What follows belongs to an exercise in optimizing a design on an open flow for small area, a short achievable clock period and few clock cycles per item; a production flow would make more cautious choices. Function was checked by simulation only, so behaviour that the tests miss may differ from the original. Power figures rest on the tool's default switching activity, not on a simulated workload.

// alu
module alu (
    input wire clk_i,
    input wire rst_i,
    input wire [3:0] alu_op_i,
    input wire [1:0] alu_section_i,
    input wire [31:0] alu_num1_i,
    input wire [31:0] alu_num2_i,
    output wire [31:0] alu_result_o,
    output wire [31:0] alu_add_result_o,
    input wire alu_valid_i,
    output wire alu_busy_o
);
Size in the first run: about 5,100 cells after synthesis, ~140 flip-flops, about 140 I/O pins, roughly 38,000 sq um of cells after synthesis.
Settings: LEC_CHECK=0, CAP_MARGIN=20, CORE_MARGIN=2, CORE_UTILIZATION=45, GPL_TIMING_DRIVEN=0, SETUP_SLACK_MARGIN=2.0, SLEW_MARGIN=20; clock period 11.0 ns.
standard.sh (not shown) runs the stock make flow with config.mk's settings and CLKGATE_MAP_FILE= SYNTH_SCRIPT=/design/flow/synth_recipe.tcl, a recipe that flattens the netlist after the stock synthesis.
==> flow/flow/run.sh <==
#!/bin/bash
# Layout: the standard flow (standard.sh), with two changes:
#  * the buffers that the flow puts on every input and output port are buf_4
#    cells instead of the default choice, the slow delay cell clkdlybuf4s50_1;
#  * the buffers that synthesis (abc) inserted are removed at floorplan
#    (REMOVE_ABC_BUFFERS), so that placement-aware repair buffers the nets.
# The full output of the flow goes to standard_flow.log in the work folder;
# ORFS's own per-step logs are under orfs/logs/.
set -euo pipefail
cd "$(dirname "$0")/.."
export BUFFER_PORTS_ARGS="-buffer_cell sky130_fd_sc_hd__buf_4"
export REMOVE_ABC_BUFFERS=1
bash standard.sh > standard_flow.log 2>&1
Testbench counts at the start, summed over its fixed seeds: cycles 39,917, ops 16,000.
Then changed:
Settings changed: CAP_MARGIN 20 to 5, CORE_UTILIZATION 45 to 50, SETUP_SLACK_MARGIN 2.0 to 1.8, SLEW_MARGIN 20 to 5.
After rerunning:
- area after synthesis is unchanged
- final cell count falls by 3.5%
- die area falls by 9.9%
- cell area falls by 3.3%
- global-route usage rises by 3.9 points
- clock power rises by 7.0%
- hold slack got worse by 0.045 ns
- fmax rises by 1.9%
- count of clock-buffer cells in the layout falls by 2
- non-clock buffer count falls by 62
- setup slack improved by 0.17 ns

---

Starting RTL as in the previous note.
==> flow/config.mk <==
export PLATFORM = sky130hd
export DESIGN_NAME = alu
export DESIGN_NICKNAME = alu
export VERILOG_FILES = /design/flow/design.v
export SDC_FILE = /design/flow/constraint.sdc
export NUM_CORES = 4
export LEC_CHECK = 0
export CAP_MARGIN = 10
export CORE_MARGIN = 2
export CORE_UTILIZATION = 50
export GPL_TIMING_DRIVEN = 0
export SETUP_SLACK_MARGIN = 1.8
export SLEW_MARGIN = 10
==> flow/constraint.sdc <==
create_clock -name core_clock -period 11.0 [get_ports {clk_i}]
set_input_delay 2.2000 -clock core_clock [delete_from_list [all_inputs] [get_ports {clk_i}]]
set_output_delay 2.2000 -clock core_clock [all_outputs]
set_load 0.01 [all_outputs]
Scripts as last shown in full above: flow/flow/run.sh
Testbench counts at the start, summed over its fixed seeds: cycles 39,917, ops 16,000.
Rerun with:
--- a/flow/config.mk
+++ b/flow/config.mk
@@ -8 +8 @@
-export CAP_MARGIN = 10
+export CAP_MARGIN = 20
@@ -10 +10 @@
-export CORE_UTILIZATION = 50
+export CORE_UTILIZATION = 60
@@ -12,2 +12,2 @@
-export SETUP_SLACK_MARGIN = 1.8
-export SLEW_MARGIN = 10
+export SETUP_SLACK_MARGIN = 2.0
+export SLEW_MARGIN = 20
Outcome:
- The changed run completed with no timing, DRC or antenna violations
- routed wire length climbs by 0.87%
- sequential share of layout area is lower by 0.20 points
- worst hold slack gains 0.13 ns
- via count is higher by 5.3%
- setup slack got worse by 0.17 ns
Rerun with:
--- a/flow/config.mk
+++ b/flow/config.mk
@@ -8 +8 @@
-export CAP_MARGIN = 20
+export CAP_MARGIN = 10
@@ -10 +10 @@
-export CORE_UTILIZATION = 60
+export CORE_UTILIZATION = 50
@@ -12,2 +12,2 @@
-export SETUP_SLACK_MARGIN = 2.0
-export SLEW_MARGIN = 20
+export SETUP_SLACK_MARGIN = 2.2
+export SLEW_MARGIN = 10
Via count falls by a few percent.
Sequential share of layout area falls by 0.28 points.
Non-clock buffer count rises by 61.
Area after synthesis does not change.
Die area rises by about a fifth.
Wire length rises by a few percent.
Critical path depth falls by 1.
Fmax rises by a few percent.
Final area rises by a few percent.
First-iteration DRC count falls by a quarter to a third.
Final cell count rises by a few percent.
Rerun with:
--- a/flow/config.mk
+++ b/flow/config.mk
@@ -8 +8 @@
-export CAP_MARGIN = 10
+export CAP_MARGIN = 20
@@ -12,2 +12,2 @@
-export SETUP_SLACK_MARGIN = 2.2
-export SLEW_MARGIN = 10
+export SETUP_SLACK_MARGIN = 2.6
+export SLEW_MARGIN = 20
Result: Final area rises by 3.2%. Utilization rises by 1.9 points. Non-clock buffer count rises by 81. Maximum frequency falls by 0.45%. Power rises by 4.7%. Critical path depth rises by 3. Synthesized area does not change. Worst hold slack improved by 0.011 ns.

---

alu again, from the RTL that the note above started with.
export LEC_CHECK = 0
export CAP_MARGIN = 20
export CORE_MARGIN = 2
export CORE_UTILIZATION = 50
export GPL_TIMING_DRIVEN = 0
export SETUP_SLACK_MARGIN = 1.2
export SLEW_MARGIN = 20
create_clock -name core_clock -period 11.0 [get_ports {clk_i}]
Scripts as last shown in full above: flow/flow/run.sh
The baseline completed without violations.
Testbench counts at the start, summed over its fixed seeds: cycles 39,917, ops 16,000.
Edit:
Settings changed: CORE_UTILIZATION 50 to 55, SETUP_SLACK_MARGIN 1.2 to 1.6.
Result: The changed run ran to the end with no violations; power rose by 2.0%; setup slack improved by 380 ps; global-route usage rose by 4.8 points; final area rose by 2.2%; area after synthesis stays the same; non-clock buffer count rose by 35.
Edit:
Settings changed: CORE_UTILIZATION 55 to 50, SETUP_SLACK_MARGIN 1.6 to 1.8.
Via count is lower by 1.9%.
Core utilization decreases by 5.4 points.
Wire length came out higher by 0.76%.
Clock-buffer cell count stays the same.
Worst setup slack improves by 31 ps.
Global-route usage went down by 4.5 points.
Power hardly moves.
Non-clock buffer count went up by 18.
Register-to-register slack is better by 40 ps.
Combinational power is about the same.

-- port drivers added, routing unchanged --
No port has a modelled driver above. Below, the same layouts with a new extraction and two added sets of constraints. Step 1 sets driving cells, clkbuf_16 on the clock port and buf_2 on the other inputs (assumed; they add their load-dependent delay and slew). Step 2 also shifts input and output timing later by t, the mid clock arrival at the registers, as if the neighbouring blocks saw the same clock. Three values: ideal ports, drivers, drivers and shift; two values: the first two.
run	shift t [ns]	slack for setup (ns)	clock arrival spread, ns	worst data-port slew with drivers (ns)
the first run of note 1	0.565	1.690 / 1.502 / 1.502	0.018 / 0.018	0.24
the second run of note 1	0.568	1.863 / 1.837 / 1.332	0.015 / 0.016	0.23
the first run of note 2	0.555	1.851 / 1.790 / 1.424	0.024 / 0.025	0.22
the second run of note 2	0.588	1.680 / 1.680 / 1.318	0.027 / 0.026	0.22
the third run of note 2	0.561	2.104 / 2.052 / 1.749	0.023 / 0.022	0.26
the fourth run of note 2	0.558	2.064 / 1.994 / 1.811	0.016 / 0.015	0.24
the first run of note 3	0.566	1.258 / 1.234 / 0.838	0.014 / 0.014	0.07
the second run of note 3	0.573	1.634 / 1.446 / 1.055	0.020 / 0.019	0.26
the third run of note 3	0.566	1.664 / 1.627 / 1.365	0.018 / 0.019	0.22
After both steps every run listed still meets setup and hold. For the second run of note 3, which loses most, drivers alone change the setup slack by -0.188 ns; drivers and shift together by -0.579 ns.
